From an optimization exercise on the open Yosys and OpenROAD flow, aimed at small area, a short achievable clock period and few clock cycles; shortcuts taken in it are not production practice.
At most, simulation tests tie the RTL to the original design; equivalence was not proved.
The RTL of runs 1 to 4 was laid out without a check of its function.
Power figures rest on the tool's default switching activity, not on a simulated workload.

[config.mk]
export PLATFORM = sky130hd
export DESIGN_NAME = Integrate
export DESIGN_NICKNAME = Integrate
export VERILOG_FILES = /design/flow/design.v
export SDC_FILE = /design/flow/constraint.sdc
export NUM_CORES = 4
export LEC_CHECK = 0
export CAP_MARGIN = 20
export CORE_MARGIN = 2
export CORE_UTILIZATION = 40
export CTS_CLUSTER_DIAMETER = 100
export CTS_CLUSTER_SIZE = 26
export SETUP_SLACK_MARGIN = 2.2
export SLEW_MARGIN = 20
[constraint.sdc]
create_clock -name core_clock -period 5.0 [get_ports {clock}]
set_input_delay 1.0000 -clock core_clock [delete_from_list [all_inputs] [get_ports {clock}]]
set_output_delay 1.0000 -clock core_clock [all_outputs]
set_load 0.01 [all_outputs]
[design.v]
module Integrate(
input clock,
input reset,enter,
input [7:0]Nin,
input prog_we,
input [4:0]prog_addr,
input [7:0]prog_data,
output halt,
output [7:0]Nout,
output inwait
);
reg [7:0] mem [0:31];
reg [4:0] FA;       
reg [4:0] OA;       
reg [7:0] IR;       
reg       iok;      
reg [7:0] XI;       
reg       vX;       
reg [7:0] OPR;      
reg       tk;       
reg       df;       
reg       ok;       
reg       inr;      
reg       started;  
reg [7:0] A;
reg       Z;        
wire [2:0] xop = XI[7:5];
wire [4:0] xa  = XI[4:0];
reg       halt_r, inwait_r;
assign halt   = halt_r;
assign inwait = inwait_r;
assign Nout   = A;
wire stall  = vX & ((xop == 3'd7) | ((xop == 3'd4) & ~(enter & started)));
wire xstore = vX & (xop == 3'd1) & reset;
reg [7:0] An;
reg       Zn;
wire [7:0] axo = A ^ OPR;
wire [7:0] aor = A | OPR;
wire       sum0 = (axo == {aor[6:0], 1'b0});
function [4:0] inc5;
	input [4:0] x;
	inc5 = {x[4] ^ (&x[3:0]), x[3] ^ (&x[2:0]), x[2] ^ (&x[1:0]), x[1] ^ x[0], ~x[0]};
endfunction
wire       xas = vX & ((xop == 3'd2) | (xop == 3'd3));
wire       xin = vX & (xop == 3'd4);
reg        Sf, Zf;
always @* begin
	Sf = A[7];
	Zf = Z;
	if (vX)
		case (xop)
		3'd0: begin Sf = OPR[7]; Zf = (OPR == 8'd0); end
		3'd4: Sf = Nin[7];
		default: ;
		endcase
end
always @* begin
	An = A;
	Zn = Z;
	if (vX)
		case (xop)
		3'd0: begin An = OPR; Zn = (OPR == 8'd0); end
		3'd2: begin An = A + OPR; Zn = sum0; end
		3'd3: begin An = A - OPR; Zn = (A == OPR); end
		3'd4: if (enter & started) begin An = Nin; Zn = (Nin == 8'd0); end
		default: ;
		endcase
end
wire [7:0] Oi    = tk ? OPR : IR;
wire       vO    = tk | iok;
wire [7:0] opnd  = (xstore && xa == OA) ? A : mem[OA];
wire [7:0] fword = (xstore && xa == FA) ? A : mem[FA];
wire       hzn   = vO & (Oi[7:5] == 3'd1) & (Oi[4:0] == FA);
wire       tkn   = vO & ~xas & (((Oi[7:5] == 3'd5) & ~xin & Zf) | ((Oi[7:5] == 3'd6) & ~Sf));
wire       dfn   = vO & ((xas & ((Oi[7:5] == 3'd5) | (Oi[7:5] == 3'd6))) | (xin & (Oi[7:5] == 3'd5)));
wire       mis   = df & ((xop == 3'd5) ? Z : ~A[7]);
wire [4:0] OAn   = tkn ? opnd[4:0] : fword[4:0];
wire [4:0] FAn   = tkn ? inc5(Oi[4:0]) : (hzn ? FA : inc5(FA));
wire       wr0 = prog_we && prog_addr == 5'd0;
wire [7:0] w0 = wr0 ? prog_data : mem[0];
wire [7:0] w1 = (prog_we && prog_addr == 5'd1) ? prog_data : mem[1];
wire       cap = prog_we && inr && prog_addr == xa;
wire       ok_n = ~wr0 & (cap | (ok & inr));
wire [7:0] opr_p = cap ? prog_data : OPR;
wire       tk_p = ok_n & ((xop == 3'd5) | (xop == 3'd6));
wire       hz_p = ok_n & (xop == 3'd1) & (xa == 5'd1);
wire [4:0] waddr = prog_we ? prog_addr : xa;
wire [7:0] wdata = prog_we ? prog_data : A;
always @(posedge clock)
	if (prog_we | xstore)
		mem[waddr] <= wdata;
always @(posedge clock) begin
	inr <= ~reset;
	if (!reset) begin
		ok <= ok_n;
		OPR <= opr_p;
		XI <= w0;
		IR <= ok_n ? w1 : w0;
		vX <= ok_n;
		iok <= ~hz_p;
		tk <= tk_p;
		df <= 1'b0;
		FA <= tk_p ? inc5(xa) : (ok_n & ~hz_p) ? 5'd2 : 5'd1;
		OA <= tk_p ? opr_p[4:0] : ok_n ? w1[4:0] : w0[4:0];
	end else if (mis) begin
		vX <= 1'b0;
		df <= 1'b0;
		tk <= 1'b1;
		iok <= 1'b1;
		FA <= inc5(xa);
		OA <= OPR[4:0];
	end else if (!stall) begin
		IR <= fword;
		XI <= Oi;
		OPR <= opnd;
		vX <= vO;
		iok <= ~hzn;
		tk <= tkn;
		df <= dfn;
		FA <= FAn;
		OA <= OAn;
	end
end
always @(posedge clock, negedge reset) begin
	if (!reset) begin
		started <= 1'b0;
		halt_r <= 1'b0;
		inwait_r <= 1'b0;
		A <= 8'd0;
		Z <= 1'b1;
	end else begin
		started <= 1'b1;
		if (mis) begin
			halt_r <= 1'b0;
			inwait_r <= 1'b0;
		end else if (stall) begin
			halt_r <= vX & (xop == 3'd7);
			inwait_r <= vX & (xop == 3'd4);
		end else begin
			halt_r <= vO & (Oi[7:5] == 3'd7);
			inwait_r <= vO & (Oi[7:5] == 3'd4);
		end
		A <= An;
		Z <= Zn;
	end
end
endmodule
[run.sh]
#!/bin/bash
# synth_recipe.tcl (not shown) runs the flow's synth.tcl, then flattens the netlist and writes it again
# the make line also repeats each setting of config.mk as NAME=value (left out here)
make -C /OpenROAD-flow-scripts/flow DESIGN_CONFIG=/design/flow/config.mk WORK_HOME=/design/flow/orfs CLKGATE_MAP_FILE= SYNTH_SCRIPT=/design/flow/synth_recipe.tcl finish
==> out/qor.txt, run 1 <==
status - timing/DRC/antenna clean
routed len/inst - 27.1 um
CP peak stage delay - 0.65 ns
pin count of the biggest net entering global routing - 65
pwr/cell area - 548 nW/um^2
Ports - 35
IO Port Bufs - 34
combinational power share - 49.7%
Initial Util - 40.4%
Sw Share - 40.1%
Largest delay share family, worst path - flip-flops
sequential area share after synthesis - 54.1%
CTS Hold Bufs - 0
initial antenna violation count - 2
clk buf depth - 3
Die Y - 212 um
P_leak - 6.47 nW
Die W - 212 um
Syn. warnings - 1
crit path DAT - 1.82 ns
register area - 9400 um^2
Synth Area in Compound Gates - 7.85%
share of layout cells above drive strength 1 - 27.1%
nets - 1306
Final Setup Violations - 0
clock root buffer master - clkbuf_16
CTS clock-pin slew for the worst setup and hold paths - 0.10 ns
Starting DRT DRC Count - 1169
Clk pwr share - 13.9%
Sink Count - 318
CTS tree - yes
die area - 45000 um^2
Fill cells - 3766
gr usage total - 22.4%
Crit Path Max Fanout - 9
Final Wtd Congestion - 0.935
Main synth FF type - edfxtp_1
area delta synth->final - 13.1%
Max Freq - 354 MHz
Unique masters post-synth - 79
largest family of logic cells by synthesized area - multiplexers
relative slew slack - 39.9%
total internal power - 6.44 mW
cells after synthesis - 1202
r2r setup slk - 2.20 ns
commonest non-fill, non-tap cell in the layout - edfxtp_1
first-pass GRT wire length - 73.6 mm
CORE AREA - 42900 um^2
unrepaired setup endpoints after global routing - yes
CP max stage cell - dfrtp_1
async set-reset flop share out of synthesis - 3.77%
total nets after synthesis - 1257
area occupied by multi-input gates - 7730 um^2
gr ovfl total - 0
DP Worst Slack - 0.888 ns
Final Max Tran Viols - 0
Peak VDD IR - 0.248 mV
Yosys reg bits - 318
Buf/Inv on CP - 1
drt total wl - 50.1 mm
CTS Buf Count - 16
Routed Antenna Nets - 0
Tcrit/Tclk final - 56.5%
Rows - 76
Worst Tran Pin Value - 0.900 ns
Mean Syn Cell Area - 14.4 um^2
Final Critical Period - 2.82 ns
mux share of post-synthesis cell area - 22.2%
post-detail-place hpwl - 33.5 mm
area share of and/or/nand/nor cells after synthesis - 8.37%
Via Count - 11300
WS Path Type - reg2out
Clock Latency Late Sink - 0.54 ns
Synth Area in Adders - 2.25%
maxcap violations - 0
vias in the first global route - 11000
Avg Vias per Cell - 6.10
Seq pwr share - 36.4%
final setup margin - 2.18 ns
path type of the worst min-delay path - reg2reg
CP required - 4.00 ns
residual DRC count - 0
Final TNS setup - 0 ns
clk_skew - 0.0265 ns
crit path capture type - output port
drt pass-1 iters - 6
Synth Area in XOR/XNOR - 1.97%
startpoint types - flip-flop
Cell Area, Synth - 17300 um^2
number of synthesized flops with an enable pin - 294
H-Tree Depth - 1
sw power - 4.31 mW
critical-path cell list - clkdlybuf4s50_1
final hold vios - 0
leading cell types in the layout, fill and taps excluded - edfxtp_1, mux4_2, nand2_1, buf_4, nor2_1
synthesized netlist by cell type (7+ instances only):
cell type / number / area [um^2]
clkbuf_1: 34 / 128
nand3b_1: 8 / 60.1
nor2b_1: 19 / 119
ha_1: 28 / 350
nor2_1: 85 / 319
a21oi_1: 47 / 235
nand2_1: 71 / 267
nand4_1: 12 / 75.1
nand2b_1: 14 / 87.6
edfxtp_1: 294 / 8830
dfxtp_1: 12 / 240
nor3_1: 10 / 50.1
xor2_1: 23 / 201
a31oi_1: 16 / 100
buf_2: 32 / 160
mux4_2: 136 / 3060
inv_1: 31 / 116
nor4_1: 9 / 56.3
a211oi_1: 12 / 90.1
or3_1: 7 / 43.8
o21ai_0: 35 / 175
buf_4: 10 / 75.1
mux2i_1: 52 / 521
o21ai_1: 9 / 45.0
mux2_2: 12 / 135
a22oi_1: 8 / 60.1
nand3_1: 21 / 105
o22ai_1: 10 / 62.6
dfrtp_1: 11 / 275
xnor2_1: 16 / 140
layout make-up:
| type | instances | share of cell area [%] |
|---|---|---|
| Multi-Input combinational cell | 766 | 39.4 |
| Inverter | 31 | 0.613 |
| Antenna cell | 2 | 0.0255 |
| Clock buffer | 23 | 2.18 |
| Timing Repair Buffer | 118 | 5.84 |
| Tap cell | 585 | 3.74 |
| Sequential cell | 318 | 48.0 |
| Clock inverter | 5 | 0.217 |
final timing paths:
check                      endpoint  depth (start not counted)   start
hold / removal                    Z                          2       Z
max in group asynchronous      A[0]                          2   reset
setup / recovery            Nout[7]                          1    A[7]
min in group asynchronous      A[1]                          2   reset
setup reg to reg               A[7]                          9  OPR[1]
hold reg to reg                   Z                          2       Z
metal layers:
metal | share of wire, % | up-vias | wire length (um) | track usage [%]
li1 | - | 4909 | - | -
met1 | 42 | 5779 | 20900 | 30.8
met2 | 46 | 497 | 23300 | 35.5
met3 | 7.5 | 89 | 3770 | 3.91
met4 | 4.3 | 0 | 2170 | 9.11
met5 | 0 | - | 0 | 0
logic make-up (layout without fill, tap and decap cells):
family                   count (synthesis)  after routing
flip-flops                             318            318
AND/OR/NAND/NOR                        288            288
multiplexers                           205            205
AO/OA/AOI/OAI                          203            203
buffers and inverters                  118            177
XOR/XNOR                                39             39
adder cells (fa/ha/maj)                 30             30
other                                    1              3
registers in the layout, indices dropped and copies added, names as in the netlist, 5 cells and up, named ones only:
signal  count
A           8
OA          5
FA          5
XI          8
IR          8
mem       256
OPR         8
per-stage QoR:
stage	cells	area [um^2]	power (mW)	util [%]	hold WS [ns]
floorplan	1202	17400	7.25	-	0.489
global placement	1765	18300	8.74	42.6	0.522
detailed placement	1765	18300	8.75	42.6	0.518
CTS	1806	19200	10.5	44.7	0.532
global route	1848	19600	11.3	45.7	0.565
finish	1848	19600	10.7	45.7	0.532
repair_timing:
| item | in CTS | in global routing |
|---|---|---|
| pin swaps | 6 | 6 |
| buffers inserted | 13 | 40 |
| resized for setup | 83 | 20 |
| endpoints found under the hold margin | 0 | 0 |
| setup endpoints to repair | 311 | 134 |
power groups by stage:
stage / Clock (mW) / Sequential, mW / Combinational [mW]
2_1_floorplan: 0 / 3.60 / 3.65
3_3_place_gp: 0 / 4.30 / 4.44
3_5_place_dp: 0 / 4.30 / 4.46
4_1_cts: 1.52 / 4.06 / 4.89
5_1_grt: 1.61 / 3.95 / 5.71
6_report: 1.49 / 3.91 / 5.34
==> inputs of run 2 (changes only) <==
--- a/config.mk
+++ b/config.mk
@@ -10,5 +10,5 @@
 export CORE_UTILIZATION = 40
 export CTS_CLUSTER_DIAMETER = 100
-export CTS_CLUSTER_SIZE = 26
-export SETUP_SLACK_MARGIN = 2.2
+export CTS_CLUSTER_SIZE = 30
+export SETUP_SLACK_MARGIN = 2.4
 export SLEW_MARGIN = 20
==> run 2 against run 1 <==
Still clean on timing, DRC and antenna. Count of clock-buffer cells in the layout decreased by 6. Worst hold slack gained 0.014 ns. Combinational power grew 14%. Via count is 3.0% higher. Sequential power down 4%. Register-to-register slack improved by 0.19 ns. Critical path type is now in2reg. Critical endpoint is now mem[9][0]. Largest power group unchanged.
==> out/qor.txt, run 2 <==
status - timing/DRC/antenna clean
routed len/inst - 27.9 um (+2.9%)
placed inst area - 18400 um^2 (+0.66%)
Top reg by flops - mem
Worst Setup SP - prog_we
gr usage total - 23.2% (+0.80 points)
vias in the first global route - 11200 (+1.9%)
Die Y - 212 um (unchanged)
Yosys reg bits - 318 (unchanged)
cells after synthesis - 1202 (unchanged)
Final TNS setup - 0 ns (unchanged)
CORE AREA - 42900 um^2 (unchanged)
CTS Buf Count - 16 (unchanged)
drt pass-1 iters - 6 (unchanged)
Placed Cells - 1761 (-0.23%)
area delta synth->final - 18.1%
Avg Vias per Cell - 6.12 (+0.25%)
total power draw - 11.4 mW (+6.4%)
crit path DAT - 2.82 ns (+1.00 ns)
clock root buffer master - clkbuf_16
Final Max Tran Viols - 0 (unchanged)
Routed Antenna Nets - 0 (unchanged)
commonest non-fill, non-tap cell in the layout - edfxtp_1
total nets after synthesis - 1257 (unchanged)
Crit Path Max Fanout - 30 (+21)
count leader, synth - edfxtp_1
relative slew slack - 46.8% (+7.0 points)
Initial Util - 40.4% (unchanged)
IO Port Bufs - 34 (unchanged)
Cell Area, Synth - 17300 um^2 (unchanged)
Finished Layout Cells - 1898 (+2.7%)
sequential area share after synthesis - 54.1% (unchanged)
post-detail-place hpwl - 33.7 mm (+0.56%)
unrepaired setup endpoints after global routing - yes
Synth area leader - edfxtp_1
Largest register FFs - 256 (unchanged)
Die W - 212 um (unchanged)
maxcap violations - 0 (unchanged)
Sink Count - 318 (unchanged)
Starting DRT DRC Count - 1571 (+34%)
P_leak - 6.84 nW (+5.8%)
first-pass GRT wire length - 76.0 mm (+3.3%)
Main synth FF type - edfxtp_1
share of the synthesized area in the top cell type - 50.9% (unchanged)
Rows - 76 (unchanged)
CTS Hold Bufs - 0 (unchanged)
Max Freq - 382 MHz (+8.0%)
WS Path Type - in2reg
residual DRC count - 0 (unchanged)
Unique masters post-synth - 79 (unchanged)
Tcrit/Tclk final - 52.3% (-4.2 points)
Via Count - 11600 (+3.0%)
Final Wtd Congestion - 0.902 (-3.5%)
share of layout cells above drive strength 1 - 33.7% (+6.6 points)
top post-synthesis cells by count - edfxtp_1, mux4_2, nor2_1
Clock Latency Late Sink - 0.53 ns (about the same)
CTS tree - yes
startpoint types - input pin
Final Critical Period - 2.61 ns (-0.209 ns)
die area - 45000 um^2 (unchanged)
gr ovfl total - 0 (unchanged)
path type of the worst min-delay path - reg2reg
Peak VDD IR - 0.299 mV (+21%)
async set-reset flop share out of synthesis - 3.77% (unchanged)
clk_skew - 0.0282 ns (+0.00167 ns)
nets - 1362 (+4.3%)
initial antenna violation count - 0 (-2)
Syn. warnings - 1 (unchanged)
number of inserted diodes - 0 (-2)
H-Tree Depth - 1 (unchanged)
pin count of the biggest net entering global routing - 65 (unchanged)
Ports - 35 (unchanged)
final hold vios - 0 (unchanged)
pwr/cell area - 559 nW/um^2 (+1.9%)
crit path capture type - flip-flop
number of synthesized flops with an enable pin - 294 (unchanged)
CTS clock-pin slew for the worst setup and hold paths - 0.11 ns (about the same)
Hold Crit Start - Z
CP required - 5.21 ns (+1.21 ns)
clk buf depth - 3 (unchanged)
r2r setup slk - 2.39 ns (+0.19 ns)
Final Setup Violations - 0 (unchanged)
leading cell types in the layout, fill and taps excluded - edfxtp_1, mux4_2, buf_4, nand2_1, nor2_1
design area - 20500 um^2 (+4.5%)
Worst Tran Pin Value - 0.794 ns (-0.105 ns)
Mean Syn Cell Area - 14.4 um^2 (unchanged)
Hold Worst Slack - 0.546 ns (+0.0140 ns)
drt total wl - 53.0 mm (+5.7%)
leading post-synthesis cells by cell area - edfxtp_1, mux4_2, mux2i_1, ha_1, nor2_1
run 2: cell counts after synthesis:
Identical to the previous run, type by type.
run 2: cells by family (layout without fill, tap and decap cells):
| logic type | after synthesis | after routing | share of synthesized area (%) |
|---|---|---|---|
| and+or+nand+nor | 288 | 290 | 8.37 |
| other | 1 | 1 | 0.0216 |
| adders and majority gates | 30 | 30 | 2.25 |
| muxes | 205 | 205 | 22.2 |
| AOI/OAI and AO/OA | 203 | 203 | 7.85 |
| DFF | 318 | 318 | 54.1 |
| buffers and inverters | 118 | 227 | 3.31 |
| xor gates and xnor gates | 39 | 39 | 1.97 |
run 2: layout make-up:
class                           count  area [um^2]
Clock buffer                       17          425
Sequential cell                   318         9400
Clock inverter                      7         91.3
Multi-Input combinational cell    768         7980
Fill cell                        3711        22400
Timing Repair Buffer              172         1710
Inverter                           31          124
Tap cell                          585          732
run 2: final timing paths:
path                                   to  depth (start not counted)
worst max-delay path            mem[9][0]                          5
worst min-delay path                    Z                          2
worst max register to register      OA[1]                          9
worst min register to register          Z                          2
max in group asynchronous            A[6]                          2
min in group asynchronous            A[5]                          2
run 2: per-stage QoR:
stage,worst slack (ns),util (%)
final,2.39,47.7
after global routing,2.34,47.7
after CTS,2.31,46.1
after detailed placement,1.07,42.8
after global placement,1.13,42.8
after floorplan,2.13,-
run 2: power by group:
group	total [mW]	switching, mW	internal (mW)
sequential	3.76	0.385	3.37
combinational	6.09	3.29	2.80
clock	1.59	0.929	0.659
run 2: layer usage:
layer  track usage, %  wire length, um  vias up
li1                 -                -     5008
met1             33.1            22700     5992
met2             36.8            24600      511
met3             3.38             3660       97
met4             7.72             1980        0
met5                0                0        -
run 2: timing repair:
item                                    in CTS  in global routing
gates resized for setup                    102                 54
endpoints found under the setup margin     374                221
buffers inserted                            57                 51
gates cloned                                 2                  3
pin swaps                                   13                 18
run 2: worst max-delay path, cell delays in order:
cell,delay (ns)
buf_2,0.14
buf_4,0.26
o31ai_1,0.56
nand2_1,0.42
nor2_4,0.43
==> inputs of run 3 (changes only) <==
==> flow/run.sh (new file) <==
#!/bin/bash
# The standard layout, with two resizer settings changed: gates may be resized
# to any drive strength (not only within one footprint), and the port buffers
# are plain buf_2 cells.  Each tool's output is in the ORFS logs under orfs/;
# make's own output goes to standard.log.
bash standard.sh MATCH_CELL_FOOTPRINT=0 "BUFFER_PORTS_ARGS=-buffer_cell sky130_fd_sc_hd__buf_2" finish > standard.log 2>&1
==> standard.sh (new file) <==
#!/bin/bash
# synth_recipe.tcl (not shown) runs the flow's synth.tcl, then flattens the netlist and writes it again
# the make line also repeats each setting of config.mk as NAME=value (left out here)
make -C /OpenROAD-flow-scripts/flow DESIGN_CONFIG=/design/flow/config.mk WORK_HOME=/design/flow/orfs CLKGATE_MAP_FILE= SYNTH_SCRIPT=/design/flow/synth_recipe.tcl "${@:-finish}"
--- a/config.mk
+++ b/config.mk
@@ -10,5 +10,5 @@
 export CORE_UTILIZATION = 40
 export CTS_CLUSTER_DIAMETER = 100
-export CTS_CLUSTER_SIZE = 30
+export CTS_CLUSTER_SIZE = 26
 export SETUP_SLACK_MARGIN = 2.4
 export SLEW_MARGIN = 20
removed: run.sh
==> run 3 against run 2 <==
First-iteration DRC count down 11%. Worst hold slack improved by 0.013 ns. Clock skew down 0.0097 ns. Die area stayed put. Critical path type is now reg2reg. Non-clock buffer count decreased by 19. Synthesized cell count stayed put. Still clean on timing, DRC and antenna. Register-to-register slack worse by 0.09 ns. Sequential share of layout area grew 0.82 points.
==> out/qor.txt, run 3 <==
Worst Tran Pin Value - 0.981 ns (+0.187 ns)
Initial Util - 40.4% (unchanged)
leading post-synthesis cells by cell area - edfxtp_1, mux4_2, mux2i_1, ha_1, nor2_1
Sw Share - 39.9% (-0.36 points)
unrepaired setup endpoints after global routing - yes
cell mode on critical path - buf_4
gr ovfl total - 0 (unchanged)
H-Tree Depth - 1 (unchanged)
sequential area share after synthesis - 54.1% (unchanged)
die area - 45000 um^2 (unchanged)
drt total wl - 52.5 mm (-0.91%)
leading cell types in the layout, fill and taps excluded - edfxtp_1, mux4_2, buf_4, nand2_1, nor2_1
CP max stage cell - or4_4
post-detail-place hpwl - 34.1 mm (+1.3%)
Final Critical Period - 2.70 ns (+0.0890 ns)
Buf/Inv on CP - 3 (+1)
DP Worst Slack - 1.20 ns (+0.131 ns)
Peak VDD IR - 0.223 mV (-26%)
status - timing/DRC/antenna clean
number of inserted diodes - 0 (unchanged)
IO Port Bufs - 34 (unchanged)
CTS tree - yes
final setup margin - 2.30 ns (-0.0890 ns)
crit path capture type - flip-flop
Yosys reg bits - 318 (unchanged)
Ports - 35 (unchanged)
Die Y - 212 um (unchanged)
Final Max Tran Viols - 0 (unchanged)
total internal power - 6.75 mW (-1.1%)
clk buf depth - 3 (unchanged)
Finished Layout Cells - 1880 (-0.95%)
FF-to-FF path depth - 10 (+1)
Core Util, Final - 46.9% (-0.85 points)
total nets after synthesis - 1257 (unchanged)
Final Setup Violations - 0 (unchanged)
Routed Antenna Nets - 0 (unchanged)
routed len/inst - 27.9 um (about the same)
nets - 1342 (-1.5%)
Avg Vias per Cell - 6.18 (+1.0%)
area delta synth->final - 16.0%
critical-path cell list - buf_4, buf_6, or4_4, o21ai_4, o2111ai_4, and2_4, buf_4, a21oi_1, a221o_1, nand2_1
Worst Setup SP - OPR[1]
startpoint types - flip-flop
CTS Hold Bufs - 0 (unchanged)
Clock Latency Late Sink - 0.53 ns (about the same)
Unique masters post-synth - 79 (unchanged)
clk_skew - 0.0185 ns (-0.00966 ns)
Starting DRT DRC Count - 1396 (-11%)
Via Count - 11600 (+0.069%)
Top reg by flops - mem
Final TNS setup - 0 ns (unchanged)
Crit path depth - 10 (+5)
Largest delay share family, worst path - simple AND/OR/NAND/NOR gates
Seq pwr share - 34.3% (+1.4 points)
Final Wtd Congestion - 0.901 (-0.17%)
sw power - 4.49 mW (-2.6%)
relative slew slack - 34.6% (-12 points)
first-pass GRT wire length - 74.8 mm (-1.5%)
Clk pwr share - 13.6% (-0.3 points)
Hold Worst Slack - 0.560 ns (+0.0134 ns)
CTS clock-pin slew for the worst setup and hold paths - 0.11 ns (about the same)
r2r setup slk - 2.30 ns (-0.09 ns)
Rows - 76 (unchanged)
Max Freq - 370 MHz (-3.3%)
commonest non-fill, non-tap cell in the layout - edfxtp_1
share of the synthesized area in the top cell type - 50.9% (unchanged)
async set-reset flop share out of synthesis - 3.77% (unchanged)
CP peak stage delay - 0.56 ns (about the same)
Die W - 212 um (unchanged)
number of synthesized flops with an enable pin - 294 (unchanged)
Mean Syn Cell Area - 14.4 um^2 (unchanged)
residual DRC count - 0 (unchanged)
CORE AREA - 42900 um^2 (unchanged)
combinational power share - 52.2% (-1.1 points)
Syn. warnings - 1 (unchanged)
initial antenna violation count - 1 (+1)
clock root buffer master - clkbuf_16
path type of the worst min-delay path - reg2reg
CTS Buf Count - 16 (unchanged)
gr usage total - 22.9% (-0.35 points)
Main synth FF type - edfxtp_1
pwr/cell area - 559 nW/um^2 (+0.13%)
worst reg2reg startpoint - OPR[1]
vias in the first global route - 11100 (-1.4%)
maxcap violations - 0 (unchanged)
Sink Count - 318 (unchanged)
WS Path Type - reg2reg
crit path to - OA[1]
Tcrit/Tclk final - 54.1% (+1.8 points)
P_leak - 6.73 nW (-1.6%)
Crit Path Max Fanout - 7 (-77%)
share of layout cells above drive strength 1 - 34.2% (+0.47 points)
pin count of the biggest net entering global routing - 65 (unchanged)
drt pass-1 iters - 6 (unchanged)
CP required - 5.29 ns (+0.08 ns)
Placed Cells - 1759 (-0.11%)
final hold vios - 0 (unchanged)
reg2reg end - OA[1]
Synth area leader - edfxtp_1
cells after synthesis - 1202 (unchanged)
Cell Area, Synth - 17300 um^2 (unchanged)
count leader, synth - edfxtp_1
top post-synthesis cells by count - edfxtp_1, mux4_2, nor2_1
Largest register FFs - 256 (unchanged)
crit path DAT - 2.99 ns (+0.17 ns)
==> run 3: logic make-up (layout without fill, tap and decap cells) <==
group / after synthesis / after routing / share of synthesized area (%)
fa+ha+maj: 30 / 30 / 2.25
other cells: 1 / 1 / 0.0216
xor+xnor: 39 / 39 / 1.97
compound gates: 203 / 203 / 7.85
flops: 318 / 318 / 54.1
mux: 205 / 205 / 22.2
simple gates: 288 / 289 / 8.37
buf+inv: 118 / 210 / 3.31
==> run 3: routing by layer <==
| metal | vias up | GRT usage (%) | wire [um] |
|---|---|---|---|
| met1 | 6000 | 32.4 | 21800 |
| met2 | 568 | 37.8 | 25200 |
| met5 | - | 0 | 19 |
| met3 | 75 | 3.00 | 4120 |
| met4 | 2 | 5.34 | 1310 |
| li1 | 4971 | - | - |
==> run 3: final cells by class <==
cell class / count / area (um^2)
Inverter: 31 / 116
Fill cell: 3705 / 22800
Clock inverter: 3 / 23.8
Timing Repair Buffer: 153 / 1450
Clock buffer: 23 / 448
Tap cell: 585 / 732
Multi-Input combinational cell: 767 / 7940
Sequential cell: 318 / 9400
==> run 3: repair_timing <==
| item | in CTS | in global routing |
|---|---|---|
| cloned | 1 | 5 |
| setup endpoints to repair | 310 | 105 |
| setup buffers | 48 | 41 |
| resized for setup | 51 | 59 |
| pin swaps | 7 | 14 |
==> run 3: per-stage QoR <==
step	total power [mW]	instance area, um^2
floorplan	7.27	17600
global placement	8.68	18200
detailed placement	8.71	18200
CTS	10.7	19400
global route	11.7	20100
finish	11.2	20100
==> run 3: how the worst min path moves through the flow <==
stage,depth (start not counted),end,start
finish,1,flip-flop,OA[4]
global route,1,flip-flop,OA[4]
CTS,2,Z,Z
detailed placement,1,flip-flop,OA[4]
global placement,1,flip-flop,OA[4]
floorplan,2,Z,Z
==> run 3: power groups by stage <==
stage | logic (mW) | clock network [mW] | registers (mW)
floorplan | 3.69 | 0 | 3.59
global placement | 4.34 | 0 | 4.34
detailed placement | 4.37 | 0 | 4.34
CTS | 5.27 | 1.54 | 3.91
global route | 6.20 | 1.63 | 3.88
finish | 5.87 | 1.52 | 3.85
==> run 3: worst reg2reg max path, stage by stage, from the launching register on <==
cell	delay, ns
edfxtp_1	0.45
buf_4	0.16
buf_6	0.13
or4_4	0.56
o21ai_4	0.18
o2111ai_4	0.19
and2_4	0.28
buf_4	0.15
a21oi_1	0.12
a221o_1	0.19
nand2_1	0.06
==> inputs of run 4 (changes only) <==
--- a/design.v
+++ b/design.v
@@ -69,6 +69,16 @@
 wire [7:0] Oi    = tk ? OPR : IR;
 wire       vO    = tk | iok;
-wire [7:0] opnd  = (xstore && xa == OA) ? A : mem[OA];
-wire [7:0] fword = (xstore && xa == FA) ? A : mem[FA];
+reg  [7:0] rdF, rdO;
+integer ri;
+always @* begin
+	rdF = 8'd0;
+	rdO = 8'd0;
+	for (ri = 0; ri < 32; ri = ri + 1) begin
+		rdF = rdF | (mem[ri] & {8{FA == ri}});
+		rdO = rdO | (mem[ri] & {8{OA == ri}});
+	end
+end
+wire [7:0] opnd  = (xstore && xa == OA) ? A : rdO;
+wire [7:0] fword = (xstore && xa == FA) ? A : rdF;
 wire       hzn   = vO & (Oi[7:5] == 3'd1) & (Oi[4:0] == FA);
 wire       tkn   = vO & ~xas & (((Oi[7:5] == 3'd5) & ~xin & Zf) | ((Oi[7:5] == 3'd6) & ~Sf));
==> run.sh (new file) <==
#!/bin/bash
# synth_recipe.tcl (not shown) runs the flow's synth.tcl, then flattens the netlist and writes it again
# the make line also repeats each setting of config.mk as NAME=value (left out here)
make -C /OpenROAD-flow-scripts/flow DESIGN_CONFIG=/design/flow/config.mk WORK_HOME=/design/flow/orfs CLKGATE_MAP_FILE= SYNTH_SCRIPT=/design/flow/synth_recipe.tcl finish
removed: flow/run.sh
removed: standard.sh
==> run 4 against run 3 <==
Still clean on timing, DRC and antenna. Die area fell by 5.5%. Combinational power rose by 6.3%. Non-clock buffer count rose by 149. Critical path type unchanged. Highest routed layer unchanged.
==> out/qor.txt, run 4 <==
CTS Buf Count - 17 (+1)
Starting DRT DRC Count - 2206 (+58%)
CP peak stage delay - 0.54 ns (-0.02 ns)
Clock Latency Late Sink - 0.56 ns (+0.03 ns)
maxcap violations - 0 (unchanged)
final hold vios - 0 (unchanged)
DP Worst Slack - 1.14 ns (-0.0585 ns)
path type of the worst min-delay path - in2async
Mean Syn Cell Area - 11.7 um^2 (-19%)
first-pass GRT wire length - 109 mm (+46%)
Sink Count - 308 (-3.1%)
leading cell types in the layout, fill and taps excluded - edfxtp_1, buf_4, a22oi_1, nand2_1, nor2_1
Max Freq - 324 MHz (-12%)
WS Path Type - reg2reg
routed len/inst - 37.1 um (+33%)
Top reg by flops - mem
nets - 1688 (+26%)
Final Critical Period - 3.09 ns (+0.382 ns)
Final Max Tran Viols - 0 (unchanged)
crit path capture type - flip-flop
P_leak - 7.51 nW (+12%)
Die W - 206 um (-2.8%)
placed inst area - 17800 um^2 (-2.2%)
Tcrit/Tclk final - 61.7% (+7.6 points)
GRT met2 Usage - 56.6% (+19 points)
share of layout cells above drive strength 1 - 33.3% (-0.88 points)
sequential area share after synthesis - 56.1% (+2.0 points)
post-detail-place hpwl - 55.0 mm (+61%)
CP required - 5.31 ns (+0.02 ns)
Cell Area, Synth - 16300 um^2 (-5.7%)
Crit Path Max Fanout - 5 (-2)
total nets after synthesis - 1454 (+16%)
pwr/cell area - 536 nW/um^2 (-4.2%)
status - timing/DRC/antenna clean
gr usage total - 37.3% (+14 points)
vias in the first global route - 14000 (+27%)
drt total wl - 80.6 mm (+54%)
Yosys reg bits - 308 (-3.1%)
cells after synthesis - 1394 (+16%)
pin count of the biggest net entering global routing - 50 (-23%)
Largest register FFs - 256 (unchanged)
die area - 42500 um^2 (-5.5%)
relative slew slack - 44.8% (+10 points)
gr ovfl total - 0 (unchanged)
commonest non-fill, non-tap cell in the layout - edfxtp_1
CTS clock-pin slew for the worst setup and hold paths - 0.11 ns (about the same)
number of inserted diodes - 0 (unchanged)
unrepaired setup endpoints after global routing - yes
initial antenna violation count - 2 (+1)
r2r setup slk - 1.91 ns (-0.38 ns)
Final Setup Violations - 0 (unchanged)
Worst Tran Pin Value - 0.826 ns (-0.155 ns)
Via Count - 15000 (+29%)
Unique masters post-synth - 80 (+1.3%)
startpoint types - flip-flop
FF-to-FF path depth - 10 (unchanged)
Ports - 35 (unchanged)
clock root buffer master - clkbuf_16
final setup margin - 1.91 ns (-0.382 ns)
busiest layer in global routing - met2
number of synthesized flops with an enable pin - 294 (unchanged)
Initial Util - 40.3% (-0.092 points)
count leader, synth - edfxtp_1
Main synth FF type - edfxtp_1
CTS Hold Bufs - 0 (unchanged)
crit path DAT - 3.40 ns (+0.41 ns)
worst reg2reg startpoint - FA[0]
Routed Antenna Nets - 0 (unchanged)
clk_skew - 0.0372 ns (+0.0187 ns)
clk buf depth - 3 (unchanged)
global routing usage on met3 - 8.83% (+5.8 points)
H-Tree Depth - 1 (unchanged)
Syn. warnings - 1 (unchanged)
CTS tree - yes
CP max stage cell - edfxtp_1
leading post-synthesis cells by cell area - edfxtp_1, a22oi_1, nor2_1, ha_1, nand2_1
Peak VDD IR - 0.232 mV (+4.5%)
cell mode on critical path - buf_4
reg2reg end - OA[4]
drt pass-1 iters - 6 (unchanged)
met1 usage - 48.7% (+16 points)
Synth area leader - edfxtp_1
IO Port Bufs - 34 (unchanged)
Die Y - 206 um (-2.8%)
share of the synthesized area in the top cell type - 54.0% (+3.1 points)
design area - 21300 um^2 (+6.1%)
Rows - 74 (-2.6%)
Avg Vias per Cell - 6.90 (+12%)
Core Util, Final - 52.6% (+5.7 points)
area delta synth->final - 30.5%
CORE AREA - 40600 um^2 (-5.4%)
critical-path cell list - ha_4, buf_4, nor4bb_1, buf_4, a22oi_1, nand4_1, nor3_4, a21oi_2, mux2_4, a221o_1
top post-synthesis cells by count - edfxtp_1, a22oi_1, nor2_1
Final Wtd Congestion - 1.06 (+18%)
async set-reset flop share out of synthesis - 3.90% (+0.12 points)
Final TNS setup - 0 ns (unchanged)
residual DRC count - 0 (unchanged)
==> run 4: cell types whose count changed in the layout (fill, tap and decap cells not counted), moves of 14 or more <==
cell             before  now
a21oi_1              46   24
a222oi_1              4   18
a22o_1                2   16
a22oi_1               7  121
and3_1                3   20
and3_4                0   17
buf_2                34    2
buf_4                84  205
buf_6                 9   38
clkdlybuf4s50_1       0   26
mux4_2              138    1
nand2_1              69   93
nand4_1              12   39
==> run 4: logic make-up after synthesis <==
| family | share of synthesized area [%] |
|---|---|
| AND/OR/NAND/NOR | 14.9 |
| XOR/XNOR | 2.30 |
| multiplexers | 3.37 |
| buffers and inverters | 3.28 |
| AO/OA/AOI/OAI | 17.2 |
| adder cells (fa/ha/maj) | 2.77 |
| flip-flops | 56.1 |
| other | 0.0229 |
==> run 4: what timing repair did <==
action / CTS / global route
endpoints found under the hold margin: 0 / 0
setup buffers: 116 / 69
gates cloned: 0 / 2
setup endpoints to repair: 346 / 106
gates resized for setup: 235 / 112
pin swaps: 60 / 73
==> run 4: where the power goes <==
group | internal, mW | switching [mW] | total (mW)
clock network | 0.671 | 0.964 | 1.64
logic | 2.70 | 3.54 | 6.24
registers | 3.24 | 0.310 | 3.55
==> run 4: area by class of cell <==
class / instances / area, um^2
Inverter: 32 / 128
Multi-Input combinational cell: 967 / 8040
Fill cell: 3463 / 19200
Clock buffer: 24 / 452
Tap cell: 532 / 666
Timing Repair Buffer: 302 / 2800
Clock inverter: 5 / 66.3
Sequential cell: 308 / 9180
==> run 4: critical path: cells and delay by family (launching register included) <==
family / cells / cell delay, ns
buffers and inverters: 2 / 0.37
flip-flops: 1 / 0.54
AND/OR/NAND/NOR: 3 / 0.78
multiplexers: 1 / 0.26
AO/OA/AOI/OAI: 3 / 0.66
adder cells (fa/ha/maj): 1 / 0.25
==> run 4: layer usage <==
| metal | vias to the layer above | wire (um) |
|---|---|---|
| li1 | 6041 | - |
| met5 | - | 25 |
| met1 | 7357 | 29800 |
| met2 | 1247 | 34500 |
| met3 | 319 | 10200 |
| met4 | 4 | 6130 |
==> run 4: worst max path at each step <==
stage                       startpoint        end  slack (ns)  cells after the start
after floorplan                prog_we  mem[0][4]        2.22                      4
after global placement    prog_addr[0]      OA[1]        1.22                     11
after detailed placement       prog_we         tk        1.14                      6
after CTS                        FA[0]      OA[4]        2.04                      9
final                            FA[0]      OA[4]        1.91                     10
after global routing             FA[0]      OA[4]        1.88                     10
==> run 4: stage by stage <==
step	instances	total power [mW]	hold WS [ns]
after floorplan	1394	6.19	0.467
after global placement	1953	7.88	0.507
after detailed placement	1954	7.86	0.512
after CTS	2099	10.5	0.483
after global routing	2170	11.8	0.447
final	2170	11.4	0.431
==> inputs of run 5 (changes only) <==
--- a/design.v
+++ b/design.v
@@ -69,21 +69,8 @@
 wire [7:0] Oi    = tk ? OPR : IR;
 wire       vO    = tk | iok;
-reg  [7:0] rdF, rdO;
-integer ri;
-always @* begin
-	rdF = 8'd0;
-	rdO = 8'd0;
-	for (ri = 0; ri < 32; ri = ri + 1) begin
-		rdF = rdF | (mem[ri] & {8{FA == ri}});
-		rdO = rdO | (mem[ri] & {8{OA == ri}});
-	end
-end
-wire [7:0] opnd  = (xstore && xa == OA) ? A : rdO;
-wire [7:0] fword = (xstore && xa == FA) ? A : rdF;
 wire       hzn   = vO & (Oi[7:5] == 3'd1) & (Oi[4:0] == FA);
 wire       tkn   = vO & ~xas & (((Oi[7:5] == 3'd5) & ~xin & Zf) | ((Oi[7:5] == 3'd6) & ~Sf));
 wire       dfn   = vO & ((xas & ((Oi[7:5] == 3'd5) | (Oi[7:5] == 3'd6))) | (xin & (Oi[7:5] == 3'd5)));
 wire       mis   = df & ((xop == 3'd5) ? Z : ~A[7]);
-wire [4:0] OAn   = tkn ? opnd[4:0] : fword[4:0];
 wire [4:0] FAn   = tkn ? inc5(Oi[4:0]) : (hzn ? FA : inc5(FA));
 wire       wr0 = prog_we && prog_addr == 5'd0;
@@ -95,4 +82,21 @@
 wire       tk_p = ok_n & ((xop == 3'd5) | (xop == 3'd6));
 wire       hz_p = ok_n & (xop == 3'd1) & (xa == 5'd1);
+wire [7:0] rdO   = mem[OA];
+wire [7:0] rdF   = mem[FA];
+wire       fwdO  = xstore && xa == OA;
+wire       fwdF  = xstore && xa == FA;
+wire       go    = reset & ~mis & ~stall;    
+wire       ld    = ~reset;                   
+wire       keep  = reset & ~go;              
+wire [7:0] IR_d  = (rdF & {8{go & ~fwdF}}) | (A & {8{go & fwdF}})
+                 | ((ok_n ? w1 : w0) & {8{ld}}) | (IR & {8{keep}});
+wire [7:0] OPR_d = (rdO & {8{go & ~fwdO}}) | (A & {8{go & fwdO}})
+                 | (opr_p & {8{ld}}) | (OPR & {8{keep}});
+wire [4:0] OA_p  = tk_p ? opr_p[4:0] : ok_n ? w1[4:0] : w0[4:0];
+wire       aO    = go & tkn & ~fwdO;
+wire       aF    = go & ~tkn & ~fwdF;
+wire       aA    = go & (tkn ? fwdO : fwdF);
+wire [4:0] OA_d  = (rdO[4:0] & {5{aO}}) | (rdF[4:0] & {5{aF}}) | (A[4:0] & {5{aA}})
+                 | (OA_p & {5{ld}}) | (OPR[4:0] & {5{reset & mis}}) | (OA & {5{reset & ~mis & stall}});
 wire [4:0] waddr = prog_we ? prog_addr : xa;
 wire [7:0] wdata = prog_we ? prog_data : A;
@@ -102,9 +106,10 @@
 always @(posedge clock) begin
 	inr <= ~reset;
+	IR <= IR_d;
+	OPR <= OPR_d;
+	OA <= OA_d;
 	if (!reset) begin
 		ok <= ok_n;
-		OPR <= opr_p;
 		XI <= w0;
-		IR <= ok_n ? w1 : w0;
 		vX <= ok_n;
 		iok <= ~hz_p;
@@ -112,5 +117,4 @@
 		df <= 1'b0;
 		FA <= tk_p ? inc5(xa) : (ok_n & ~hz_p) ? 5'd2 : 5'd1;
-		OA <= tk_p ? opr_p[4:0] : ok_n ? w1[4:0] : w0[4:0];
 	end else if (mis) begin
 		vX <= 1'b0;
@@ -119,9 +123,6 @@
 		iok <= 1'b1;
 		FA <= inc5(xa);
-		OA <= OPR[4:0];
 	end else if (!stall) begin
-		IR <= fword;
 		XI <= Oi;
-		OPR <= opnd;
 		vX <= vO;
 		iok <= ~hzn;
@@ -129,5 +130,4 @@
 		df <= dfn;
 		FA <= FAn;
-		OA <= OAn;
 	end
 end
==> run 5 against run 4 <==
Still clean. Register-to-register slack improved by 0.46 ns. Sequential share of layout area increased by 1.9 points. Cell area decreased by 5.0%. Critical path type unchanged.
==> out/qor.txt, run 5 <==
status - timing/DRC/antenna clean
number of synthesized flops with an enable pin - 273 (-7.1%)
Rows - 75 (+1.4%)
Final Max Tran Viols - 0 (unchanged)
H-Tree Depth - 1 (unchanged)
largest family of logic cells by synthesized area - multiplexers
maxcap violations - 0 (unchanged)
vias in the first global route - 11700 (-17%)
Buf/Inv on CP - 1 (-1)
WS Path Type - reg2reg
Crit path depth - 7 (-3)
Synth Area in XOR/XNOR - 2.01% (-0.30 points)
nets - 1383 (-18%)
Final Critical Period - 2.62 ns (-0.464 ns)
Routed Antenna Nets - 0 (unchanged)
share of layout cells above drive strength 1 - 32.3% (-1.0 points)
Crit Path Max Fanout - 13 (+8)
Syn. warnings - 1 (unchanged)
startpoint types - flip-flop
leading cell types in the layout, fill and taps excluded - edfxtp_1, mux4_2, buf_4, mux2i_1, nand2_1
clk_skew - 0.0346 ns (-0.00264 ns)
Via Count - 11800 (-21%)
top post-synthesis cells by count - edfxtp_1, mux4_2, mux2i_1
Synth Area in Compound Gates - 8.69% (-8.5 points)
CP required - 5.42 ns (+0.11 ns)
gr usage total - 24.3% (-13 points)
Largest delay share family, worst path - compound AO/OA/AOI/OAI gates
Hold Crit Start - df
total nets after synthesis - 1289 (-11%)
Max Freq - 381 MHz (+18%)
Tcrit/Tclk final - 52.4% (-9.3 points)
P_leak - 6.71 nW (-11%)
routed len/inst - 28.7 um (-23%)
async set-reset flop share out of synthesis - 3.83% (-0.062 points)
clk buf depth - 3 (unchanged)
die area - 44200 um^2 (+4.1%)
Final Setup Violations - 0 (unchanged)
cells after synthesis - 1234 (-11%)
critical-path cell list - buf_4, mux4_2, a21oi_1, nor4bb_1, a211oi_2, nor2_1, a2111o_1
Core Util, Final - 48.3% (-4.3 points)
clock root buffer master - clkbuf_16
hold depth - 2
post-detail-place hpwl - 34.8 mm (-37%)
Die Y - 210 um (+2.0%)
Avg Vias per Cell - 6.33 (-8.2%)
CTS Buf Count - 16 (-1)
sequential area share after synthesis - 53.2% (-2.9 points)
relative slew slack - 39.1% (-5.7 points)
Unique masters post-synth - 73 (-8.8%)
Peak VDD IR - 0.277 mV (+19%)
commonest non-fill, non-tap cell in the layout - edfxtp_1
first-pass GRT wire length - 79.4 mm (-27%)
Worst Tran Pin Value - 0.912 ns (+0.0861 ns)
initial antenna violation count - 0 (-2)
gr ovfl total - 0 (unchanged)
Placed Cells - 1747 (-11%)
Synth Area in Adders - 2.29% (-0.48 points)
Cell Area, Synth - 17000 um^2 (+4.2%)
unrepaired setup endpoints after global routing - yes
IO Port Bufs - 34 (unchanged)
worst reg2reg startpoint - OA[1]
CTS clock-pin slew for the worst setup and hold paths - 0.12 ns (about the same)
Mean Syn Cell Area - 13.8 um^2 (+18%)
Initial Util - 40.6% (+0.29 points)
Starting DRT DRC Count - 1491 (-32%)
area delta synth->final - 19.0%
crit path capture type - flip-flop
Synth area leader - edfxtp_1
area share of and/or/nand/nor cells after synthesis - 8.34% (-6.6 points)
Final Wtd Congestion - 0.931 (-12%)
number of inserted diodes - 0 (unchanged)
mux share of post-synthesis cell area - 22.5% (+19 points)
CP max stage cell - mux4_2
Worst Setup SP - OA[1]
Main synth FF type - edfxtp_1
Largest register FFs - 256 (unchanged)
residual DRC count - 0 (unchanged)
CTS tree - yes
Yosys reg bits - 313 (+1.6%)
CP peak stage delay - 0.52 ns (-0.02 ns)
CORE AREA - 41900 um^2 (+3.4%)
drt pass-1 iters - 5 (-1)
Final TNS setup - 0 ns (unchanged)
Top reg by flops - mem
pwr/cell area - 553 nW/um^2 (+3.2%)
crit path DAT - 3.04 ns (-0.36 ns)
Die W - 210 um (+2.0%)
Finished Layout Cells - 1870 (-14%)
share of the synthesized area in the top cell type - 48.1% (-5.9 points)
FF-to-FF path depth - 7 (-3)
leading post-synthesis cells by cell area - edfxtp_1, mux4_2, mux2i_1, dfxtp_1, ha_1
Ports - 35 (unchanged)
Sink Count - 313 (+1.6%)
drt total wl - 53.6 mm (-33%)
Clock Latency Late Sink - 0.54 ns (-0.02 ns)
pin count of the biggest net entering global routing - 33 (-34%)
path type of the worst min-delay path - reg2reg
final hold vios - 0 (unchanged)
count leader, synth - edfxtp_1
run 5: final timing paths:
check / slack, ns / end
setup / recovery: 2.38 / OA[3]
hold / removal: 0.47 / df
setup reg to reg: 2.38 / OA[3]
hold reg to reg: 0.47 / df
max in group asynchronous: 3.97 / Z
min in group asynchronous: 0.75 / halt_r
run 5: logic make-up (layout without fill, tap and decap cells):
group	after synthesis	after routing
buffers and inverters	124	221
other	1	1
flip-flops	313	313
AND/OR/NAND/NOR	287	287
AO/OA/AOI/OAI	212	212
multiplexers	228	228
XOR/XNOR	39	39
adder cells (fa/ha/maj)	30	30
run 5: layout make-up:
class / count / area [um^2]
timing repair buffer: 160 / 1670
inverter: 40 / 165
clock buffer: 17 / 404
sequential: 313 / 9110
multi-input combinational: 797 / 8200
clock inverter: 4 / 50.0
tap: 539 / 674
fill: 3616 / 21700
run 5: metrics by stage:
step / cell area, um^2 / setup WS, ns / total power [mW] / hold WS (ns)
final: 20300 / 2.38 / 11.2 / 0.469
after global routing: 20300 / 2.33 / 11.7 / 0.488
after detailed placement: 18000 / 0.986 / 8.74 / 0.451
after floorplan: 17200 / 1.87 / 7.08 / 0.432
after global placement: 18000 / 1.03 / 8.71 / 0.463
after CTS: 19800 / 2.35 / 10.8 / 0.467
run 5: what timing repair did:
action / 4_1_cts / 5_1_grt
gates resized for setup: 127 / 69
gates cloned: 0 / 1
setup endpoints to repair: 324 / 138
pin swaps: 23 / 15
buffers inserted: 78 / 23
hold buffers: 0 / 0
run 5: tightest hold or removal path, delay by kind of cell (launching register included):
kind               cells  cell delay, ns
DFF                    1            0.33
and+or+nand+nor        1            0.05
AOI/OAI and AO/OA      1            0.05
run 5: routing by layer:
layer  vias to the layer above  part of all wire [%]  global-route usage [%]
li1                       5077                     -                       -
met1                      6139                    42                    34.7
met5                         -                     0                       0
met4                         0                   3.4                    7.02
met2                       543                    47                    39.0
met3                        86                   7.9                    3.40
run 5: power by group:
group / switching (mW) / leakage, nW / total (mW) / internal, mW
combinational: 3.34 / 3.61 / 6.01 / 2.68
clock: 0.873 / 0.221 / 1.48 / 0.604
sequential: 0.443 / 2.88 / 3.72 / 3.27
Testbench counts of run 5, summed over its fixed seeds: cycles 11,140.
==> inputs of run 6 (changes only) <==
--- a/config.mk
+++ b/config.mk
@@ -11,4 +11,4 @@
 export CTS_CLUSTER_DIAMETER = 100
 export CTS_CLUSTER_SIZE = 26
-export SETUP_SLACK_MARGIN = 2.4
+export SETUP_SLACK_MARGIN = 2.6
 export SLEW_MARGIN = 20
==> run 6 against run 5 <==
Still clean. Die area did not move. Combinational power rose by 14%. Synthesized area did not move. Clock skew fell by 0.0031 ns. Count of clock-buffer cells in the layout rose by 2. Clock power rose by 6%. Sequential cell count did not move. Utilization rose by 1.8 points. Wire length rose by 3.8%. Synthesized cell count did not move. Total power rose by 7.7%. Cell area rose by 3.7%. Largest cell class unchanged. Largest power group unchanged.
==> out/qor.txt, run 6 <==
status - timing/DRC/antenna clean
Buf/Inv on CP - 1 (unchanged)
Die W - 210 um (unchanged)
Main synth FF type - edfxtp_1
Routed Antenna Nets - 0 (unchanged)
startpoint types - flip-flop
number of inserted diodes - 0 (unchanged)
Final Wtd Congestion - 0.947 (+1.7%)
relative slew slack - 42.0% (+2.9 points)
Tcrit/Tclk final - 50.7% (-1.7 points)
Mean Syn Cell Area - 13.8 um^2 (unchanged)
pin count of the biggest net entering global routing - 33 (unchanged)
Hold Crit Start - df
clock root buffer master - clkbuf_16
Initial Util - 40.6% (unchanged)
Rows - 75 (unchanged)
Unique masters post-synth - 73 (unchanged)
crit path capture type - flip-flop
DR WL met3 - 5.26 mm (+24%)
M1 wire length - 22.2 mm (-0.40%)
sequential area share after synthesis - 53.2% (unchanged)
H-Tree Depth - 1 (unchanged)
number of synthesized flops with an enable pin - 273 (unchanged)
Die Y - 210 um (unchanged)
path type of the worst min-delay path - reg2reg
vias in the first global route - 11900 (+1.5%)
routed len/inst - 28.9 um (+0.95%)
crit path DAT - 2.98 ns (-0.06 ns)
leading post-synthesis cells by cell area - edfxtp_1, mux4_2, mux2i_1, dfxtp_1, ha_1
Top reg by flops - mem
CTS tree - yes
worst reg2reg startpoint - OPR[6]
Peak VDD IR - 0.281 mV (+1.6%)
Avg Vias per Cell - 6.39 (+0.82%)
Synth area leader - edfxtp_1
async set-reset flop share out of synthesis - 3.83% (unchanged)
CTS Buf Count - 17 (+1)
Starting DRT DRC Count - 1543 (+3.5%)
top post-synthesis cells by count - edfxtp_1, mux4_2, mux2i_1
nets - 1433 (+3.6%)
design area - 21000 um^2 (+3.7%)
drt pass-1 iters - 5 (unchanged)
maxcap violations - 0 (unchanged)
Via Count - 12300 (+3.7%)
share of the synthesized area in the top cell type - 48.1% (unchanged)
CTS clock-pin slew for the worst setup and hold paths - 0.12 ns (about the same)
Yosys reg bits - 313 (unchanged)
total nets after synthesis - 1289 (unchanged)
gr usage total - 24.8% (+0.53 points)
Final Max Tran Viols - 0 (unchanged)
WS Path Type - reg2reg
Crit Path Max Fanout - 5 (-8)
CTS Hold Bufs - 0 (unchanged)
placed inst area - 18200 um^2 (+0.94%)
P_leak - 7.11 nW (+5.9%)
area delta synth->final - 23.4%
critical-path cell list - or4_4, nor4_4, a21oi_2, o22ai_4, buf_12, mux2i_4, a32o_1, a2111o_1
Worst Setup SP - OPR[6]
residual DRC count - 0 (unchanged)
routed length on met2 - 26.1 mm (+3.1%)
post-detail-place hpwl - 35.6 mm (+2.1%)
cells after synthesis - 1234 (unchanged)
Syn. warnings - 1 (unchanged)
CORE AREA - 41900 um^2 (unchanged)
CP max stage cell - or4_4
first-pass GRT wire length - 80.6 mm (+1.5%)
gr ovfl total - 0 (unchanged)
Max Freq - 394 MHz (+3.4%)
CP peak stage delay - 0.56 ns (+0.04 ns)
clk buf depth - 3 (unchanged)
Cell Area, Synth - 17000 um^2 (unchanged)
Final Critical Period - 2.54 ns (-0.0850 ns)
Ports - 35 (unchanged)
final hold vios - 0 (unchanged)
Sink Count - 313 (unchanged)
share of layout cells above drive strength 1 - 38.0% (+5.7 points)
Final TNS setup - 0 ns (unchanged)
clk_skew - 0.0315 ns (-0.00311 ns)
CP required - 5.44 ns (+0.02 ns)
leading cell types in the layout, fill and taps excluded - edfxtp_1, buf_4, mux4_2, mux2i_1, nand2_1
die area - 44200 um^2 (unchanged)
Largest delay share family, worst path - compound AO/OA/AOI/OAI gates
Largest register FFs - 256 (unchanged)
IO Port Bufs - 34 (unchanged)
Clock Latency Late Sink - 0.55 ns (about the same)
drt total wl - 55.7 mm (+3.8%)
Final Setup Violations - 0 (unchanged)
Highest Signal Layer - met5
unrepaired setup endpoints after global routing - yes
commonest non-fill, non-tap cell in the layout - edfxtp_1
initial antenna violation count - 1 (+1)
Worst Tran Pin Value - 0.870 ns (-0.0417 ns)
count leader, synth - edfxtp_1
pwr/cell area - 574 nW/um^2 (+3.9%)
run 6: cell counts after synthesis:
No cell type changed its count.
run 6: cell type report:
cell class | instances | area, um^2
repair buffers | 208 | 2100
fillers | 3490 | 20900
well taps | 539 | 674
multi-input cells | 798 | 8460
inverters | 40 | 171
clock buffers | 19 | 433
flip-flops and latches | 313 | 9110
clock inverters | 6 | 70.1
run 6: kinds of logic (layout without fill, tap and decap cells):
| family | count (synthesis) | in the layout | synth area share (%) |
|---|---|---|---|
| other | 1 | 1 | 0.0220 |
| AND/OR/NAND/NOR | 287 | 287 | 8.34 |
| flip-flops | 313 | 313 | 53.2 |
| XOR/XNOR | 39 | 39 | 2.01 |
| buffers and inverters | 124 | 273 | 2.98 |
| adder cells (fa/ha/maj) | 30 | 30 | 2.29 |
| multiplexers | 228 | 228 | 22.5 |
| AO/OA/AOI/OAI | 212 | 213 | 8.69 |
run 6: final timing paths:
check	end	slack [ns]	cells after the start
min	df	0.48	2
min in group asynchronous	A[3]	0.50	2
max in group asynchronous	A[1]	4.23	2
max reg2reg	OA[3]	2.46	8
max	OA[3]	2.46	8
min reg2reg	df	0.48	2
run 6: what timing repair did:
action / CTS / global route
gates resized for setup: 163 / 102
cloned: 2 / 3
setup endpoints to repair: 589 / 253
setup buffers: 82 / 56
pin swaps: 30 / 44
run 6: through the flow:
step | hold slack [ns] | setup WS, ns | utilization, % | power, mW | instances
global route | 0.503 | 2.40 | 50.1 | 12.5 | 1923
global placement | 0.447 | 1.09 | 43.4 | 8.83 | 1755
detailed placement | 0.456 | 1.02 | 43.4 | 8.84 | 1755
CTS | 0.471 | 2.50 | 48.0 | 11.3 | 1864
finish | 0.476 | 2.46 | 50.1 | 12.1 | 1923
floorplan | 0.432 | 2.40 | - | 7.12 | 1234
run 6: worst reg2reg max path, cell delays in order, from the launching register on:
cell      delay [ns]
dfxtp_4         0.36
or4_4           0.56
nor4_4          0.32
a21oi_2         0.08
o22ai_4         0.28
buf_12          0.16
mux2i_4         0.09
a32o_1          0.23
a2111o_1        0.36
run 6: layer usage:
metal  track usage [%]  up-vias
met2              39.8      644
li1                  -     5200
met3              4.29      130
met4              8.12        2
met1              34.5     6305
met5                 0        -
run 6: where the power goes:
group	leakage, nW	total [mW]	internal (mW)	switching, mW
combinational	3.98	6.86	3.12	3.74
sequential	2.88	3.64	3.28	0.362
clock	0.246	1.57	0.656	0.912
total	7.11	12.1	7.06	5.02
==> inputs of run 7 (changes only) <==
--- a/design.v
+++ b/design.v
@@ -44,11 +44,11 @@
 wire       xas = vX & ((xop == 3'd2) | (xop == 3'd3));
 wire       xin = vX & (xop == 3'd4);
-reg        Sf, Zf;
+wire       xld = vX & (xop == 3'd0);
+reg        Sf;
 always @* begin
 	Sf = A[7];
-	Zf = Z;
 	if (vX)
 		case (xop)
-		3'd0: begin Sf = OPR[7]; Zf = (OPR == 8'd0); end
+		3'd0: Sf = OPR[7];
 		3'd4: Sf = Nin[7];
 		default: ;
@@ -70,6 +70,6 @@
 wire       vO    = tk | iok;
 wire       hzn   = vO & (Oi[7:5] == 3'd1) & (Oi[4:0] == FA);
-wire       tkn   = vO & ~xas & (((Oi[7:5] == 3'd5) & ~xin & Zf) | ((Oi[7:5] == 3'd6) & ~Sf));
-wire       dfn   = vO & ((xas & ((Oi[7:5] == 3'd5) | (Oi[7:5] == 3'd6))) | (xin & (Oi[7:5] == 3'd5)));
+wire       tkn   = vO & ~xas & (((Oi[7:5] == 3'd5) & ~xin & ~xld & Z) | ((Oi[7:5] == 3'd6) & ~Sf));
+wire       dfn   = vO & ((xas & ((Oi[7:5] == 3'd5) | (Oi[7:5] == 3'd6))) | ((xin | xld) & (Oi[7:5] == 3'd5)));
 wire       mis   = df & ((xop == 3'd5) ? Z : ~A[7]);
 wire [4:0] FAn   = tkn ? inc5(Oi[4:0]) : (hzn ? FA : inc5(FA));
==> run 7 against run 6 <==
Count of clock-buffer cells in the layout up 6. Critical endpoint is now IR[4]. Critical path type unchanged. Die area decreased by 0.19%. Sequential power grew 1%. Non-clock buffer count fell by 5.
==> out/qor.txt, run 7 <==
count leader, synth - edfxtp_1
CP max stage cell - mux4_2
Fill cells - 3535 (+1.3%)
share of layout cells above drive strength 1 - 38.7% (+0.68 points)
Cell Area, Synth - 17000 um^2 (-0.19%)
Unique masters post-synth - 75 (+2.7%)
largest family of logic cells by synthesized area - multiplexers
first-pass GRT wire length - 80.3 mm (-0.28%)
leading cell types in the layout, fill and taps excluded - edfxtp_1, mux4_2, buf_4, nand2_1, nor2_1
WS Path Type - reg2reg
status - timing/DRC/antenna clean
critical-path cell list - buf_12, buf_12, mux4_2, mux2_4, a22oi_2, o2111ai_4, a21oi_2, nor2_1, a221o_1
clock root buffer master - clkbuf_16
cells after synthesis - 1226 (-0.65%)
nets - 1427 (-0.42%)
post-detail-place hpwl - 36.1 mm (+1.4%)
clk_skew - 0.0446 ns (+0.0131 ns)
DP Worst Slack - 0.936 ns (-0.0799 ns)
sequential area share after synthesis - 53.3% (+0.10 points)
total nets after synthesis - 1281 (-0.62%)
Hold Worst Slack - 0.340 ns (-0.137 ns)
drt pass-1 iters - 8 (+3)
Starting DRT DRC Count - 1289 (-16%)
area occupied by multi-input gates - 8540 um^2 (+0.98%)
CP peak stage delay - 0.50 ns (-0.06 ns)
die area - 44200 um^2 (-0.19%)
Main synth FF type - edfxtp_1
Synth Area in Compound Gates - 9.12% (+0.43 points)
Clock Latency Late Sink - 0.55 ns (about the same)
Via Count - 12200 (-1.0%)
Largest register FFs - 256 (unchanged)
Crit Path Max Fanout - 4 (-1)
Routed Antenna Nets - 0 (unchanged)
placed inst area - 18200 um^2 (+0.35%)
P_leak - 7.22 nW (+1.6%)
mux share of post-synthesis cell area - 22.1% (-0.33 points)
unrepaired setup endpoints after global routing - yes
async set-reset flop share out of synthesis - 3.83% (unchanged)
design area - 21200 um^2 (+1.0%)
Synth Area in XOR/XNOR - 2.01% (+0.0038 points)
Die W - 210 um (about the same)
maxcap violations - 0 (unchanged)
Synth Area in Adders - 2.30% (+0.0044 points)
gr usage total - 24.9% (+0.099 points)
Die Y - 210 um (about the same)
leading post-synthesis cells by cell area - edfxtp_1, mux4_2, mux2i_1, dfxtp_1, nor2_1
share of the synthesized area in the top cell type - 48.2% (+0.092 points)
crit path capture type - flip-flop
top post-synthesis cells by count - edfxtp_1, mux4_2, nor2_1
crit path DAT - 3.11 ns (+0.13 ns)
final setup margin - 2.34 ns (-0.127 ns)
FF-to-FF path depth - 9 (+1)
Final TNS setup - 0 ns (unchanged)
Final Wtd Congestion - 0.950 (+0.31%)
register area - 9100 um^2 (-0.11%)
CTS tree - yes
CP required - 5.44 ns (about the same)
Yosys reg bits - 313 (unchanged)
Worst Tran Pin Value - 0.915 ns (+0.0446 ns)
clk buf depth - 3 (unchanged)
gr ovfl total - 0 (unchanged)
Initial Util - 40.5% (-0.078 points)
area delta synth->final - 24.9%
Tcrit/Tclk final - 53.3% (+2.5 points)
CTS clock-pin slew for the worst setup and hold paths - 0.11 ns (about the same)
drt total wl - 55.8 mm (+0.26%)
CTS Buf Count - 17 (unchanged)
Mean Syn Cell Area - 13.9 um^2 (+0.46%)
reg2reg end - IR[4]
IO Port Bufs - 34 (unchanged)
Peak VDD IR - 0.273 mV (-2.9%)
relative slew slack - 39.0% (-3.0 points)
number of synthesized flops with an enable pin - 273 (unchanged)
Max Freq - 376 MHz (-4.8%)
commonest non-fill, non-tap cell in the layout - edfxtp_1
Syn. warnings - 1 (unchanged)
Ports - 35 (unchanged)
cell mode on critical path - buf_12
Synth area leader - edfxtp_1
Final Max Tran Viols - 0 (unchanged)
Avg Vias per Cell - 6.33 (-0.95%)
Rows - 75 (unchanged)
Sink Count - 313 (unchanged)
pwr/cell area - 550 nW/um^2 (-4.2%)
path type of the worst min-delay path - in2async
Top reg by flops - mem
CORE AREA - 41900 um^2 (unchanged)
number of inserted diodes - 0 (unchanged)
final hold vios - 0 (unchanged)
residual DRC count - 0 (unchanged)
r2r setup slk - 2.34 ns (-0.13 ns)
startpoint types - flip-flop
Final Critical Period - 2.66 ns (+0.127 ns)
area share of and/or/nand/nor cells after synthesis - 8.24% (-0.094 points)
pin count of the biggest net entering global routing - 33 (unchanged)
Final Setup Violations - 0 (unchanged)
initial antenna violation count - 0 (-1)
vias in the first global route - 12000 (+0.68%)
H-Tree Depth - 1 (unchanged)
routed len/inst - 29.0 um (+0.31%)
-- run 7: worst max-delay path, delay by kind of cell, from the launching register on --
kind | cells | cell delay (ns)
buffers and inverters | 2 | 0.23
multiplexers | 2 | 0.80
AO/OA/AOI/OAI | 4 | 1.07
AND/OR/NAND/NOR | 1 | 0.07
flip-flops | 1 | 0.38
-- run 7: kinds of logic (layout without fill, tap and decap cells) --
kind of cell               count (synthesis)  after routing
buffers and inverters                    110            267
xor gates and xnor gates                  39             39
adders and majority gates                 30             30
other                                      1              1
and+or+nand+nor                          297            297
AOI/OAI and AO/OA                        224            224
DFF                                      313            313
muxes                                    212            212
-- run 7: cell type report --
type                       instances  area share [%]
timing repair buffer             203            10.5
clock buffer                      25            2.15
inverter                          34           0.707
sequential                       313            42.9
tap                              539            3.18
clock inverter                     5           0.342
multi-input combinational        803            40.2
-- run 7: worst max-delay path by stage --
stage / startpoint / to / slack, ns / cells after the start
2_1_floorplan: prog_we / OA[4] / 2.14 / 8
3_3_place_gp: reset / OA[3] / 0.96 / 8
3_5_place_dp: reset / OA[3] / 0.94 / 8
4_1_cts: flip-flop / IR[4] / 2.37 / 9
5_1_grt: prog_addr[4] / OA[4] / 2.34 / 9
6_report: flip-flop / IR[4] / 2.34 / 9
-- run 7: metal layers --
layer	GRT usage, %	vias up	part of all wire [%]
met3	5.18	111	8.8
li1	-	5172	-
met1	33.8	6283	40
met5	0	-	0
met4	9.12	0	3.7
met2	39.9	592	47
-- run 7: per-stage QoR --
stage,instances,power (mW),util [%]
2_1_floorplan,1226,6.92,-
3_5_place_dp,1747,8.54,43.5
6_report,1922,11.7,50.6
3_3_place_gp,1747,8.54,43.5
4_1_cts,1867,11.0,48.3
5_1_grt,1922,12.1,50.6
-- run 7: report_power, final --
group | internal, mW | switching, mW | total [mW]
clock network | 0.671 | 0.908 | 1.58
registers | 3.24 | 0.445 | 3.69
logic | 2.98 | 3.44 | 6.42
total | 6.89 | 4.79 | 11.7
-- run 7: repair_timing --
item,4_1_cts,5_1_grt
setup buffers,87,52
cloned,3,3
endpoints found under the setup margin,402,283
resized for setup,180,89
hold buffers,0,0
pin swaps,40,49
Testbench counts of run 7, summed over its fixed seeds: cycles 11,140.

-- what the ideal ports hide --
The results above use ideal ports. As a check the final layouts listed here were re-extracted and re-timed, cells and wires unchanged. Step 1, drivers: a clkbuf_16 drives clock and a buf_2 each remaining input, both assumed. Step 2 times the ports against the registers' clock, not the clock port: input delays grow and output delays shrink by t, the midpoint of the rising clock arrivals with the driver on. a / b / c = ideal ports / drivers / drivers and shift; a / b = the first two.
| run | t (ns) | slack for setup (ns) | worst setup path after step 2 | pins driven straight from the clock port |
|---|---|---|---|---|
| run 1 | 0.581 | 2.176 / 2.120 / 1.653 | input to register | 1 |
| run 2 | 0.573 | 2.385 / 2.380 / 1.844 | input to register | 1 |
| run 3 | 0.579 | 2.296 / 2.296 / 1.728 | input to register | 1 |
| run 4 | 0.605 | 1.914 / 1.914 / 1.732 | input to register | 1 |
| run 5 | 0.580 | 2.379 / 2.379 / 1.863 | input to register | 1 |
| run 6 | 0.589 | 2.464 / 2.464 / 2.068 | input to register | 1 |
| run 7 | 0.585 | 2.337 / 2.337 / 1.885 | input to register | 1 |
After both steps every run listed still meets setup and hold. For run 3, which loses most, drivers alone change the setup slack by 0.000 ns; drivers and shift together by -0.568 ns.
